This is an optimization exercise on Yosys and OpenROAD, whose aim is small area, a short achievable clock period and few clock cycles per item, not a production implementation. At most, simulation tests tie the RTL to the original design; equivalence was not proved.

==> module sse_acc, before the edit <==
module sse_acc (
	input  logic        clk,
	input  logic        rst,
	input  logic [31:0] p1,
	input  logic        v5,
	input  logic        l5,
	output logic        out_valid,
	output logic [31:0] Y
);
	localparam logic [31:0] NAN = 32'h7f800001;
	logic [31:0] acc;
	logic        ps;
	logic [7:0]  pe;
	logic        pNaN, pInf;   
	logic        v6, l6, fresh;
	logic [23:0] yp;
	logic [3:0]  shH;    
	logic [7:0]  shL;    
	logic        selP;
	logic        as;
	logic [7:0]  ae;
	logic [22:0] af;
	assign {as, ae, af} = acc;
	logic aNaN, aInf, aZ, pZ;
	assign aNaN = (&ae) & (|af);
	assign aInf = (&ae) & ~(|af);
	assign aZ = fresh | ~(|ae);
	assign pZ = ~(|pe);
	logic normal;
	assign normal = ~aZ & ~aNaN & ~aInf & ~pNaN & ~pInf & ~pZ;
	logic [23:0] ya;
	logic [24:0] S, S1;
	logic        ovf;
	logic [7:0]  E, E1;
	logic [23:0] ma, yh;
	assign ma = {1'b1, af};
	always_comb begin
		for (int i = 0; i < 24; i++) begin
			yh[i] = (shH[0] & ma[i]) | (shH[1] & (i + 8 < 24 ? ma[(i + 8) % 24] : 1'b0))
				| (shH[2] & (i + 16 < 24 ? ma[(i + 16) % 24] : 1'b0));
			ya[i] = 0;
			for (int j = 0; j < 8; j++)
				if (i + j < 24) ya[i] = ya[i] | (shL[j] & yh[i + j]);
		end
	end
	sse_cadd #(.W(24)) add (.a(ya), .b(yp), .s0(S), .s1(S1));
	assign ovf = S[24];
	assign E = selP ? pe : ae;
	assign E1 = E + 8'd1;
	logic [31:0] nres, sres;
	assign nres = ovf ? {as, E1, S1[23:1]} : {as, E, S[22:0]};
	always_comb begin
		if (~v6) sres = acc;
		else if (aZ) sres = pNaN ? NAN : pZ ? 32'd0 : {ps, pe, yp[22:0]};
		else if (aNaN | pNaN) sres = NAN;
		else if (aInf & pInf) sres = (as == ps) ? acc : NAN;
		else if (aInf) sres = acc;
		else if (pInf) sres = {ps, 8'hff, 23'd0};
		else sres = acc;
	end
	logic [7:0]  e1n;
	logic [23:0] m1n, yp0, yp1;
	logic [8:0]  dP0, dA0;
	logic [4:0]  shA0, shA1, shA;
	logic        sel0, sel1, inc;
	assign e1n = p1[30:23];
	assign m1n = {1'b1, p1[22:0]};
	assign inc = v6 & ~aZ & ~pZ & ovf;
	logic       ebP;
	logic [8:0] dPa, dPp, dAa, dAp;
	assign ebP = v6 & (aZ | selP);
	assign dPa = {1'b0, ae} - {1'b0, e1n};
	assign dPp = {1'b0, pe} - {1'b0, e1n};
	assign dAa = {1'b0, e1n} - {1'b0, ae};
	assign dAp = {1'b0, e1n} - {1'b0, pe};
	assign dP0 = ebP ? dPp : dPa;
	assign dA0 = ebP ? dAp : dAa;
	assign sel0 = dP0[8];
	assign sel1 = sel0 & (dA0 != 9'd1);
	assign yp0 = sel0 ? m1n : (dP0[7:0] > 8'd23) ? 24'd0 : (m1n >> dP0[4:0]);
	assign yp1 = sel0 ? m1n : {1'b0, yp0[23:1]};
	assign shA0 = ~sel0 ? 5'd0 : (dA0[7:0] > 8'd23) ? 5'd24 : dA0[4:0];
	assign shA1 = ~sel1 ? 5'd0 : (dA0[7:0] > 8'd24) ? 5'd24 : (dA0[4:0] - 5'd1);
	assign shA = inc ? shA1 : shA0;
	logic azn;
	assign azn = v6 ? (l6 | (aZ & pZ)) : aZ;
	always_ff @(posedge clk) begin
		ps <= p1[31];
		pe <= p1[30:23];
		pNaN <= (&p1[30:23]) & (|p1[22:0]);
		pInf <= (&p1[30:23]) & ~(|p1[22:0]);
		l6 <= l5;
		acc <= (v6 & normal) ? nres : sres;
		selP <= inc ? sel1 : sel0;
		shH <= {1'b0, shA[4:3] == 2'd2, shA[4:3] == 2'd1, shA[4:3] == 2'd0};
		for (int j = 0; j < 8; j++) shL[j] <= (shA[2:0] == j);
		yp <= azn ? m1n : inc ? yp1 : yp0;
		if (rst) begin
			v6 <= 0;
			fresh <= 1;
			out_valid <= 0;
		end
		else begin
			v6 <= v5;
			if (v6) fresh <= l6;
			out_valid <= v6 & l6;
		end
	end
	assign Y = acc;
endmodule
==> module sse_cadd, before the edit <==
module sse_cadd #(parameter int W = 24, parameter int L = 5) (
	input  logic [W-1:0] a,
	input  logic [W-1:0] b,
	output logic [W:0]   s0,
	output logic [W:0]   s1
);
	logic [W-1:0] g [0:L];
	logic [W-1:0] p [0:L];
	assign g[0] = a & b;
	assign p[0] = a ^ b;
	genvar l, i;
	generate
		for (l = 0; l < L; l++) begin : g_lvl
			for (i = 0; i < W; i++) begin : g_bit
				if (i >= (1 << l)) begin : g_op
					assign g[l + 1][i] = g[l][i] | (p[l][i] & g[l][i - (1 << l)]);
					assign p[l + 1][i] = p[l][i] & p[l][i - (1 << l)];
				end
				else begin : g_pass
					assign g[l + 1][i] = g[l][i];
					assign p[l + 1][i] = p[l][i];
				end
			end
		end
	endgenerate
	assign s0 = {g[L][W-1], p[0] ^ {g[L][W-2:0], 1'b0}};
	assign s1 = {g[L][W-1] | p[L][W-1], p[0] ^ {g[L][W-2:0] | p[L][W-2:0], 1'b1}};
endmodule
Settings: LEC_CHECK=0, CAP_MARGIN=20, CORE_MARGIN=2, CORE_UTILIZATION=40, PLACE_DENSITY=0.6, SETUP_SLACK_MARGIN=5, SLEW_MARGIN=20; clock period 10.0 ns.
run.sh (not shown) runs the stock make flow with config.mk's settings and CLKGATE_MAP_FILE= SYNTH_SCRIPT=/design/flow/synth_recipe.tcl, a recipe that flattens the netlist after the stock synthesis.
Testbench counts at the start, summed over its fixed seeds: cycles 8,154, items 8,082.
Next try:
--- a/flow/design.v
+++ b/flow/design.v
@@ -48,15 +48,13 @@
 	assign E = selP ? pe : ae;
 	assign E1 = E + 8'd1;
-	logic [31:0] nres, sres;
+	logic [31:0] nres, pval, res;
+	logic        selN, selA, selP2, selNaN;
 	assign nres = ovf ? {as, E1, S1[23:1]} : {as, E, S[22:0]};
-	always_comb begin
-		if (~v6) sres = acc;
-		else if (aZ) sres = pNaN ? NAN : pZ ? 32'd0 : {ps, pe, yp[22:0]};
-		else if (aNaN | pNaN) sres = NAN;
-		else if (aInf & pInf) sres = (as == ps) ? acc : NAN;
-		else if (aInf) sres = acc;
-		else if (pInf) sres = {ps, 8'hff, 23'd0};
-		else sres = acc;
-	end
+	assign pval = {ps, pe, aZ ? yp[22:0] : 23'd0};
+	assign selN = v6 & normal;
+	assign selNaN = v6 & (aZ ? pNaN : (aNaN | pNaN | (aInf & pInf & (as != ps))));
+	assign selA = ~v6 | (~aZ & ~aNaN & ~pNaN & (aInf ? (~pInf | (as == ps)) : (~pInf & pZ)));
+	assign selP2 = v6 & (aZ ? (~pNaN & ~pZ) : (~aNaN & ~pNaN & ~aInf & pInf));
+	assign res = ({32{selN}} & nres) | ({32{selA}} & acc) | ({32{selP2}} & pval) | ({32{selNaN}} & NAN);
 	logic [7:0]  e1n;
 	logic [23:0] m1n, yp0, yp1;
@@ -91,5 +89,5 @@
 		pInf <= (&p1[30:23]) & ~(|p1[22:0]);
 		l6 <= l5;
-		acc <= (v6 & normal) ? nres : sres;
+		acc <= res;
 		selP <= inc ? sel1 : sel0;
 		shH <= {1'b0, shA[4:3] == 2'd2, shA[4:3] == 2'd1, shA[4:3] == 2'd0};
@@ -109,5 +107,5 @@
 	assign Y = acc;
 endmodule
-module sse_cadd #(parameter int W = 24, parameter int L = 5) (
+module sse_cadd #(parameter int W = 24) (
 	input  logic [W-1:0] a,
 	input  logic [W-1:0] b,
@@ -115,4 +113,5 @@
 	output logic [W:0]   s1
 );
+	localparam int L = $clog2(W);
 	logic [W-1:0] g [0:L];
 	logic [W-1:0] p [0:L];
Outcome:
- cell area falls by 0.70%
- core utilization is lower by 0.24 points
- synthesized cell count rose by 0.39%
- die area fell by 0.37%
- via count goes down by 0.38%
- count of clock-buffer cells in the layout climbs by 2
For the second run of this note, only the layout was checked, not whether the RTL still works.

* * *

SSE, a different RTL version from the one above (not shown whole).
For scale: roughly 3,700 cells after synthesis, ~100 I/O pins.
==> module sse_acc, before the edit <==
module sse_acc (
	input  logic        clk,
	input  logic        rst,
	input  logic        ps1,
	input  logic [7:0]  pe1,
	input  logic [24:0] pu1,
	input  logic        v5,
	input  logic        l5,
	output logic        out_valid,
	output logic [31:0] Y
);
	localparam logic [31:0] NAN = 32'h7f800001;
	logic [31:0] acc;
	logic        v6, l6;
	logic        aZ;     
	logic        ps;
	logic [7:0]  pe;
	logic        pNaN, pInf;   
	logic [23:0] yp;
	logic [3:0]  shH;    
	logic [7:0]  shL;    
	logic        selP;
	logic        as;
	logic [7:0]  ae;
	logic [22:0] af;
	assign {as, ae, af} = acc;
	logic aNaN, aInf, pZ;
	assign aNaN = (&ae) & (|af);
	assign aInf = (&ae) & ~(|af);
	assign pZ = ~(|pe);
	logic normal;
	assign normal = ~aZ & ~aNaN & ~aInf & ~pNaN & ~pInf & ~pZ;
	logic [23:0] ya;
	logic [24:0] S, S1;
	logic        ovf;
	logic [7:0]  E, E1;
	logic [23:0] ma, yh;
	assign ma = {1'b1, af};
	always_comb begin
		for (int i = 0; i < 24; i++) begin
			yh[i] = (shH[0] & ma[i]) | (shH[1] & (i + 8 < 24 ? ma[(i + 8) % 24] : 1'b0))
				| (shH[2] & (i + 16 < 24 ? ma[(i + 16) % 24] : 1'b0));
			ya[i] = 0;
			for (int j = 0; j < 8; j++)
				if (i + j < 24) ya[i] = ya[i] | (shL[j] & yh[i + j]);
		end
	end
	sse_cadd #(.W(24), .L(5)) add (.a(ya), .b(yp), .s0(S), .s1(S1));
	assign ovf = S[24];
	assign E = selP ? pe : ae;
	assign E1 = E + 8'd1;
	logic [31:0] nres, pval, res;
	logic        selN, selA, selP2, selNaN;
	assign nres = ovf ? {as, E1, S1[23:1]} : {as, E, S[22:0]};
	assign pval = {ps, pe, aZ ? yp[22:0] : 23'd0};
	assign selN = v6 & normal;
	assign selNaN = v6 & (aZ ? pNaN : (aNaN | pNaN | (aInf & pInf & (as != ps))));
	assign selA = ~v6 | (~aZ & ~aNaN & ~pNaN & (aInf ? (~pInf | (as == ps)) : (~pInf & pZ)));
	assign selP2 = v6 & (aZ ? (~pNaN & ~pZ) : (~aNaN & ~pNaN & ~aInf & pInf));
	assign res = ({32{selN}} & nres) | ({32{selA}} & acc) | ({32{selP2}} & pval) | ({32{selNaN}} & NAN);
	logic [25:0] pinc;
	logic [22:0] f1n;
	logic [23:0] m1n;
	logic [7:0]  e1n;
	sse_inc #(.W(25), .L(5)) inc1 (.a(pu1), .s(pinc));
	assign f1n = pu1[24] ? pinc[23:1] : pu1[22:0];
	assign m1n = {1'b1, f1n};
	assign e1n = pe1;
	logic [23:0] yp0, yp1;
	logic [8:0]  dP0, dA0;
	logic [4:0]  shA0, shA1;
	logic        sel0, sel1, inc;
	logic       ebP;
	logic [8:0] dPa, dPp, dAa, dAp;
	assign ebP = v6 & (aZ | selP);
	assign dPa = {1'b0, ae} - {1'b0, e1n};
	assign dPp = {1'b0, pe} - {1'b0, e1n};
	assign dAa = {1'b0, e1n} - {1'b0, ae};
	assign dAp = {1'b0, e1n} - {1'b0, pe};
	assign dP0 = ebP ? dPp : dPa;
	assign dA0 = ebP ? dAp : dAa;
	assign inc = v6 & ~aZ & ~pZ & ovf;
	assign sel0 = dP0[8];
	assign sel1 = sel0 & (dA0 != 9'd1);
	assign yp0 = sel0 ? m1n : (dP0[7:0] > 8'd23) ? 24'd0 : (m1n >> dP0[4:0]);
	assign yp1 = sel0 ? m1n : {1'b0, yp0[23:1]};
	assign shA0 = ~sel0 ? 5'd0 : (dA0[7:0] > 8'd23) ? 5'd24 : dA0[4:0];
	assign shA1 = ~sel1 ? 5'd0 : (dA0[7:0] > 8'd24) ? 5'd24 : (dA0[4:0] - 5'd1);
	logic azn;
	assign azn = v6 ? (l6 | (aZ & pZ)) : aZ;
	logic [23:0] ypc0, ypc1;
	logic [3:0]  shH0, shH1;
	logic [7:0]  shL0, shL1;
	assign ypc0 = azn ? m1n : yp0;
	assign ypc1 = azn ? m1n : yp1;
	assign shH0 = {1'b0, shA0[4:3] == 2'd2, shA0[4:3] == 2'd1, shA0[4:3] == 2'd0};
	assign shH1 = {1'b0, shA1[4:3] == 2'd2, shA1[4:3] == 2'd1, shA1[4:3] == 2'd0};
	always_comb
		for (int j = 0; j < 8; j++) begin
			shL0[j] = (shA0[2:0] == j);
			shL1[j] = (shA1[2:0] == j);
		end
	always_ff @(posedge clk) begin
		ps <= ps1;
		pe <= e1n;
		pNaN <= (&e1n) & (|f1n);
		pInf <= (&e1n) & ~(|f1n);
		l6 <= l5;
		acc <= res;
		selP <= inc ? sel1 : sel0;
		shH <= inc ? shH1 : shH0;
		shL <= inc ? shL1 : shL0;
		yp <= inc ? ypc1 : ypc0;
		if (rst) begin
			v6 <= 0;
			aZ <= 1;
			out_valid <= 0;
		end
		else begin
			v6 <= v5;
			aZ <= azn;
			out_valid <= v6 & l6;
		end
	end
	assign Y = acc;
endmodule
==> module sse_cadd, before the edit <==
module sse_cadd #(parameter int W = 24, parameter int L = 5) (
	input  logic [W-1:0] a,
	input  logic [W-1:0] b,
	output logic [W:0]   s0,
	output logic [W:0]   s1
);
	logic [W-1:0] g [0:L];
	logic [W-1:0] t [0:L];
	logic [W-1:0] h;
	assign g[0] = a & b;
	assign t[0] = a | b;
	assign h = a ^ b;
	genvar l, i;
	generate
		for (l = 0; l < L; l++) begin : g_lvl
			for (i = 0; i < W; i++) begin : g_bit
				if (i >= (1 << l)) begin : g_op
					assign g[l + 1][i] = g[l][i] | (t[l][i] & g[l][i - (1 << l)]);
					assign t[l + 1][i] = t[l][i] & t[l][i - (1 << l)];
				end
				else begin : g_pass
					assign g[l + 1][i] = g[l][i];
					assign t[l + 1][i] = t[l][i];
				end
			end
		end
	endgenerate
	assign s0 = {g[L][W-1], h ^ {g[L][W-2:0], 1'b0}};
	assign s1 = {g[L][W-1] | t[L][W-1], h ^ {g[L][W-2:0] | t[L][W-2:0], 1'b1}};
endmodule
clock: 10.0 ns
lec_check: 0
cap_margin: 20
core_margin: 2
core_utilization: 40
cts_cluster_diameter: 100
cts_cluster_size: 30
place_density: 0.6
setup_slack_margin: 5
slew_margin: 20
synth_hierarchical: 1
synth_minimum_keep_size: 0
standard.sh (not shown) runs the stock make flow with config.mk's settings and CLKGATE_MAP_FILE= SYNTH_SCRIPT=/design/flow/synth_recipe.tcl, a recipe that flattens the netlist after the stock synthesis.
==> flow/flow/run.sh <==
#!/bin/bash
set -euo pipefail
bash standard.sh SETUP_SLACK_MARGIN=5.6 "BUFFER_PORTS_ARGS=-buffer_cell sky130_fd_sc_hd__buf_1" finish > standard.log 2>&1
Next try:
--- a/flow/design.v
+++ b/flow/design.v
@@ -8,28 +8,28 @@
 	input  logic        l5,
 	output logic        out_valid,
 	output logic [31:0] Y
 );
 	localparam logic [31:0] NAN = 32'h7f800001;
 	logic [31:0] acc;
-	logic        v6, l6;
-	logic        aZ;     
+	logic        v6, l6, fresh;
 	logic        ps;
 	logic [7:0]  pe;
 	logic        pNaN, pInf;   
 	logic [23:0] yp;
 	logic [3:0]  shH;    
 	logic [7:0]  shL;    
 	logic        selP;
 	logic        as;
 	logic [7:0]  ae;
 	logic [22:0] af;
 	assign {as, ae, af} = acc;
-	logic aNaN, aInf, pZ;
+	logic aNaN, aInf, aZ, pZ;
 	assign aNaN = (&ae) & (|af);
 	assign aInf = (&ae) & ~(|af);
+	assign aZ = fresh | ~(|ae);
 	assign pZ = ~(|pe);
 	logic normal;
 	assign normal = ~aZ & ~aNaN & ~aInf & ~pNaN & ~pInf & ~pZ;
 	logic [23:0] ya;
 	logic [24:0] S, S1;
 	logic        ovf;
@@ -110,18 +110,18 @@
 		selP <= inc ? sel1 : sel0;
 		shH <= inc ? shH1 : shH0;
 		shL <= inc ? shL1 : shL0;
 		yp <= inc ? ypc1 : ypc0;
 		if (rst) begin
 			v6 <= 0;
-			aZ <= 1;
+			fresh <= 1;
 			out_valid <= 0;
 		end
 		else begin
 			v6 <= v5;
-			aZ <= azn;
+			if (v6) fresh <= l6;
 			out_valid <= v6 & l6;
 		end
 	end
 	assign Y = acc;
 endmodule
 module sse_cadd #(parameter int W = 24, parameter int L = 5) (
@@ -137,15 +137,15 @@
 	assign t[0] = a | b;
 	assign h = a ^ b;
 	genvar l, i;
 	generate
 		for (l = 0; l < L; l++) begin : g_lvl
 			for (i = 0; i < W; i++) begin : g_bit
-				if (i >= (1 << l)) begin : g_op
-					assign g[l + 1][i] = g[l][i] | (t[l][i] & g[l][i - (1 << l)]);
-					assign t[l + 1][i] = t[l][i] & t[l][i - (1 << l)];
+				if ((i >> l) & 1) begin : g_op
+					assign g[l + 1][i] = g[l][i] | (t[l][i] & g[l][((i >> l) << l) - 1]);
+					assign t[l + 1][i] = t[l][i] & t[l][((i >> l) << l) - 1];
 				end
 				else begin : g_pass
 					assign g[l + 1][i] = g[l][i];
 					assign t[l + 1][i] = t[l][i];
 				end
 			end
Outcome: Via count decreases by 1.9%. Cell area decreases by about 1.1%. Worst hold slack loses 0.020 ns. Worst setup slack got worse by 0.093 ns. Routed wire length drops by about 5.5%. Core utilization grows by 1.0 points. Critical path depth rose by 5.
No run of this note included a check of the RTL's function; only the layout flow was run.

re-timing with driven ports:
The results above use ideal ports. As a check the final layouts listed here were re-extracted and re-timed, cells and wires unchanged. Step 1: set_driving_cell puts a clkbuf_16 on clk and a buf_2 on each other input, an assumption about the parent block. Step 2 adds t to the input delays and takes it off the output delays; t is the mean of the earliest and latest rising clock arrival at the registers after step 1. Input paths then give back, and output paths get back, about the clock's delay inside the block. a / b / c = no drivers / after step 1 / after step 2; a / b = the first two.
run | t (ns) | setup WS [ns] | worst slew at a driven data input, ns | pins driven straight from the clock port
the first run of note 1 | 0.679 | 5.232 / 5.232 / 5.232 | 0.04 | 1
the second run of note 1 | 0.671 | 5.211 / 5.211 / 5.211 | 0.04 | 1
the first run of note 2 | 0.662 | 5.769 / 5.808 / 5.145 | 0.07 | 1
the second run of note 2 | 0.648 | 5.676 / 5.676 / 5.099 | 0.04 | 1
After both steps setup and hold are still met in every run listed. For the first run of note 2, which loses most, drivers alone change the setup slack by +0.039 ns; drivers and shift together by -0.624 ns.
